Source: an optimization exercise on an open RTL-to-GDS flow (aim: small area). Production flows keep margins and buffers that such runs may drop. The RTL was checked by simulation tests, not by an equivalence proof against the original design. No driver is modelled on the clock port, so clocking that relies on it looks cheaper here than on a real chip. No activity file was given, so power comes from the tool's default toggle rates.

==> flow/design.v <==
module ServoController(clk_i, rst_i, PWM, sclk, miso, mosi, c_en);
input clk_i;
input rst_i;	 
output wire [7:0] PWM;
input sclk, mosi, c_en;
output wire miso;
reg [2:0] SCKr;
reg [2:0] SSELr;
reg [1:0] MOSIr;
always @(posedge clk_i)
	if (rst_i) begin
		SCKr <= 3'b000;
		SSELr <= 3'b000;
	end else begin
		SCKr <= {SCKr[1:0], sclk};
		SSELr <= {SSELr[1:0], c_en};
	end
always @(posedge clk_i) MOSIr <= {MOSIr[0], mosi};
wire sck_rise = (SCKr[2:1] == 2'b01);
wire sck_fall = (SCKr[2:1] == 2'b10);
wire ssel_active = ~SSELr[1];
wire ssel_start = (SSELr[2:1] == 2'b10);
reg [2:0] bitcnt;
always @(posedge clk_i)
	if (rst_i) bitcnt <= 3'b000;
	else if (~ssel_active) bitcnt <= 3'b000;
	else if (sck_rise) bitcnt <= bitcnt + 3'b001;
reg [7:0] rx;
always @(posedge clk_i)
	if (ssel_active && sck_rise) rx <= {rx[6:0], MOSIr[1]};
reg br;		 
reg br_d1;	 
reg par;	 
always @(posedge clk_i) begin
	br <= ~rst_i & ssel_active & sck_rise & (bitcnt == 3'b111);
	br_d1 <= br;
	par <= ~rst_i & (par ^ br);
end
wire wr_ev = par & (br | br_d1);
reg pinv;		 
reg [2:0] paddr;	 
always @(posedge clk_i)
	if (rst_i) begin
		pinv <= 1'b0;
		paddr <= 3'b000;
	end else if (wr_ev) begin
		pinv <= |rx[7:3];
		paddr <= rx[2:0];
	end
wire [7:0] wdata = rx & {8{~rst_i}};
reg [7:0] sd [0:7];	 
reg [7:0] pos [0:7];	 
reg z;
reg nfirst;	 
reg [3:0] p;
reg [7:0] sn;
reg [8:0] k;
wire term = (k == 9'h04d);
wire wrap = term & (sn == 8'h00);				 
wire load = ~z & (p == 4'h0) & (sn == 8'h48) & (k == 9'h07f);	 
wire [3:0] sl = ~sn[3:0];
wire longstep = (sl == 4'd15) | (sl == 4'd2) | (sl == 4'd4) |
		(sl == 4'd6) | (sl == 4'd9) | (sl == 4'd11) |
		(sl == 4'd13);
always @(posedge clk_i) begin
	z <= rst_i | load;
	nfirst <= ~rst_i & (nfirst | load);
	if (rst_i) p <= 4'h0;
	else if (z | wrap) p <= {p[2:0], ~(p[3] ^ p[2])};
	if (z) begin
		sn <= 8'h91;	 
		k <= 9'h16f;
	end else if (term) begin
		sn <= sn - 8'd1;
		k <= longstep ? 9'h1f7 : 9'h1ef;
	end else
		k <= {k[7:0], ~(k[8] ^ k[1])};
end
wire phase_b = (p == 4'h3);
wire pwm_all = (p == 4'h1) | (phase_b & (sn == 8'hff));
wire pwm_cmp = phase_b & nfirst;
function ge8(input [7:0] a, input [7:0] bn);
	integer j;
	reg c;
	begin
		c = 1'b1;
		for (j = 0; j < 8; j = j + 1)
			c = (a[j] & bn[j]) | ((a[j] | bn[j]) & c);
		ge8 = c;
	end
endfunction
genvar i;
generate
for (i = 0; i < 8; i = i + 1) begin : ch
	always @(posedge clk_i) begin
		if (rst_i | (wr_ev & ~pinv & (paddr == i))) sd[i] <= wdata;
		if (load) pos[i] <= sd[i];
	end
	assign PWM[i] = pwm_all | (pwm_cmp & ge8(pos[i], sn));
end
endgenerate
reg [7:0] q;
always @(posedge clk_i)
	if (rst_i) q <= 8'hff;
	else if (ssel_start) q <= q + 8'h1;
reg sv;
always @(posedge clk_i)
	if (rst_i) sv <= 1'b0;
	else if (ssel_start) sv <= 1'b1;
	else if (ssel_active & sck_fall & (bitcnt == 3'b000)) sv <= 1'b0;
reg rs;
always @(posedge clk_i) rs <= ~rst_i & (sck_rise | (rs & ~ssel_start));
wire [2:0] idx = ~bitcnt + {2'b00, SCKr[2] & rs};
wire miso_now = sv & q[idx];
reg miso_prev;
always @(posedge clk_i) miso_prev <= miso;
assign miso = SSELr[2] ? miso_prev : miso_now;
endmodule
==> flow/config.mk <==
export PLATFORM = sky130hd
export DESIGN_NAME = ServoController
export DESIGN_NICKNAME = ServoController
export VERILOG_FILES = /design/flow/design.v
export SDC_FILE = /design/flow/constraint.sdc
export NUM_CORES = 4
export LEC_CHECK = 0
export CAP_MARGIN = 20
export CORE_MARGIN = 2
export CORE_UTILIZATION = 80
export SLEW_MARGIN = 20
==> flow/constraint.sdc <==
create_clock -name core_clock -period 10.0 [get_ports {clk_i}]
set_input_delay 2.0000 -clock core_clock [delete_from_list [all_inputs] [get_ports {clk_i}]]
set_output_delay 2.0000 -clock core_clock [all_outputs]
set_load 0.01 [all_outputs]
standard.sh (not shown) runs the stock make flow with config.mk's settings and CLKGATE_MAP_FILE= SYNTH_SCRIPT=/design/flow/synth_recipe.tcl, a recipe that flattens the netlist after the stock synthesis.
==> flow/flow/run.sh <==
#!/bin/bash
# Layout flow: the standard synthesis, then an area-oriented re-mapping of
# its combinational logic (registers untouched), then the standard ORFS flow
# with small port buffers and a clock tree without dummy loads, whose
# buffers are downsized after CTS where the clock-pin slew allows.
set -u
HERE=$(pwd)
R=$HERE/orfs/results/$FLOW_PLATFORM/ServoController/base
P=$FLOW_HOME/platforms/$FLOW_PLATFORM
LIB=$P/lib/sky130_fd_sc_hd__tt_025C_1v80.lib
ARGS=('BUFFER_PORTS_ARGS=-buffer_cell sky130_fd_sc_hd__buf_1'
      'CTS_ARGS=-sink_clustering_enable -repair_clock_nets -dont_use_dummy_load -buf_list {sky130_fd_sc_hd__clkbuf_8}')

bash standard.sh synth > synth.log 2>&1 || { echo "standard synthesis failed"; exit 1; }
cp $R/1_2_yosys.v standard_1_2_yosys.v

python3 flow/mkmap.py $LIB combmap.v > mkmap.log 2>&1
export LIB MAP=$HERE/combmap.v TOP=$FLOW_TOP IN_V=$HERE/standard_1_2_yosys.v
export DONT_USE="$(sed -n '/DONT_USE_CELLS/,/^#/p' $P/config.mk | grep -o 'sky130_fd_sc_hd__[a-z0-9_]*' | tr '\n' ' ')"
# Re-map with each ABC script of flow/resyn_scripts.txt (4 at a time) and
# keep the netlist with the smallest cell area.
mkdir -p resyn
n=0
while IFS= read -r line; do
  [ -z "$line" ] && continue
  n=$((n+1))
  echo "$line" | tr ';' '\n' > resyn/s$n.abc
  ( ABC_SCRIPT=$HERE/resyn/s$n.abc OUT_V=$HERE/resyn/r$n.v timeout 600 yosys -c flow/resyn.tcl > resyn/r$n.log 2>&1 ) &
  if (( n % 4 == 0 )); then wait; fi
done < flow/resyn_scripts.txt
wait
best=""; best_area=""
for i in $(seq 1 $n); do
  if [ -s resyn/r$i.v ] && [ -s resyn/r$i.v.stat ]; then
    a=$(grep "Chip area" resyn/r$i.v.stat | awk '{print $NF}')
    echo "script $i: $a" >> resyn/summary.log
    if [ -z "$best" ] || awk -v a=$a -v b=$best_area 'BEGIN{exit !(a<b)}'; then best=$i; best_area=$a; fi
  fi
done
if [ -n "$best" ]; then
  echo "chosen script $best ($best_area)" >> resyn/summary.log
  cp resyn/r$best.v resyn.v
  cp resyn.v $R/1_2_yosys.v
  rm -f $R/1_synth.odb
else
  echo "re-mapping failed; keeping the standard netlist"
fi

bash standard.sh "${ARGS[@]}" cts > flow_to_cts.log 2>&1 || { echo "flow up to CTS failed"; exit 1; }

cp $R/4_cts.odb 4_cts_before_downsize.odb
if ODB=$R/4_cts.odb SDC=$R/4_cts.sdc TLEF=$P/lef/sky130_fd_sc_hd.tlef LEF=$P/lef/sky130_fd_sc_hd_merged.lef \
   RC=$P/setRC.tcl SMALL="sky130_fd_sc_hd__clkbuf_4" LIMIT_NS=0.112 \
   openroad -no_init -exit flow/downsize_clk.tcl > downsize_clk.log 2>&1; then
  touch $R/4_cts.odb
else
  echo "clock buffer downsizing failed; keeping the CTS result"
  cp 4_cts_before_downsize.odb $R/4_cts.odb
fi
rm -f 4_cts_before_downsize.odb

bash standard.sh "${ARGS[@]}" finish > flow.log 2>&1
Other scripts of this flow, unchanged in this note and not shown: flow/flow/downsize_clk.tcl, flow/flow/mkmap.py, flow/flow/resyn.tcl, flow/flow/resyn_scripts.txt
Rerun with:
--- a/flow/design.v
+++ b/flow/design.v
@@ -26,7 +26,7 @@
 	else if (~ssel_active) bitcnt <= 3'b000;
 	else if (sck_rise) bitcnt <= bitcnt + 3'b001;
-reg [7:0] rx;
+reg [7:0] rxn;
 always @(posedge clk_i)
-	if (ssel_active && sck_rise) rx <= {rx[6:0], MOSIr[1]};
+	if (ssel_active && sck_rise) rxn <= {rxn[6:0], ~MOSIr[1]};
 reg br;		 
 reg br_d1;	 
@@ -39,14 +39,14 @@
 wire wr_ev = par & (br | br_d1);
 reg pinv;		 
-reg [2:0] paddr;	 
+reg [2:0] paddrn;	 
 always @(posedge clk_i)
 	if (rst_i) begin
 		pinv <= 1'b0;
-		paddr <= 3'b000;
+		paddrn <= 3'b111;
 	end else if (wr_ev) begin
-		pinv <= |rx[7:3];
-		paddr <= rx[2:0];
+		pinv <= ~&rxn[7:3];
+		paddrn <= rxn[2:0];
 	end
-wire [7:0] wdata = rx & {8{~rst_i}};
+wire [7:0] wdata = ~(rxn | {8{rst_i}});
 reg [7:0] sd [0:7];	 
 reg [7:0] pos [0:7];	 
@@ -94,5 +94,5 @@
 for (i = 0; i < 8; i = i + 1) begin : ch
 	always @(posedge clk_i) begin
-		if (rst_i | (wr_ev & ~pinv & (paddr == i))) sd[i] <= wdata;
+		if (rst_i | (wr_ev & ~pinv & (paddrn == 7 - i))) sd[i] <= wdata;
 		if (load) pos[i] <= sd[i];
 	end
Non-clock buffer count rose by 1.
Setup slack is worse by 120 ps.
Synthesized area barely changes.
Hold slack gets worse by 7.4 ps.
Sequential power hardly moves.
Global-route usage is higher by 2.8 points.
Total power is about the same.
Critical path depth went up by 2.
Die area stays flat.
Cell count is lower by 1.1%.

## static timing again, ports no longer ideal
No port has a modelled driver above. Below, the same layouts with a new extraction and two added sets of constraints. Step 1, drivers: a clkbuf_16 drives clk_i and a buf_2 each remaining input, both assumed. Step 2 also shifts input and output timing later by t, the mid clock arrival at the registers, as if the neighbouring blocks saw the same clock. a / b / c = ideal ports / drivers / drivers and shift; a / b = the first two.
run	t (ns)	slack for setup (ns)	clock arrival spread, ns	worst data-port slew with drivers (ns)	pins driven straight from the clock port
the first run	0.590	4.992 / 4.962 / 5.552	0.032 / 0.032	0.04	1
the second run	0.574	4.872 / 4.840 / 5.414	0.040 / 0.039	0.03	1
After both steps every run listed still meets setup and hold.
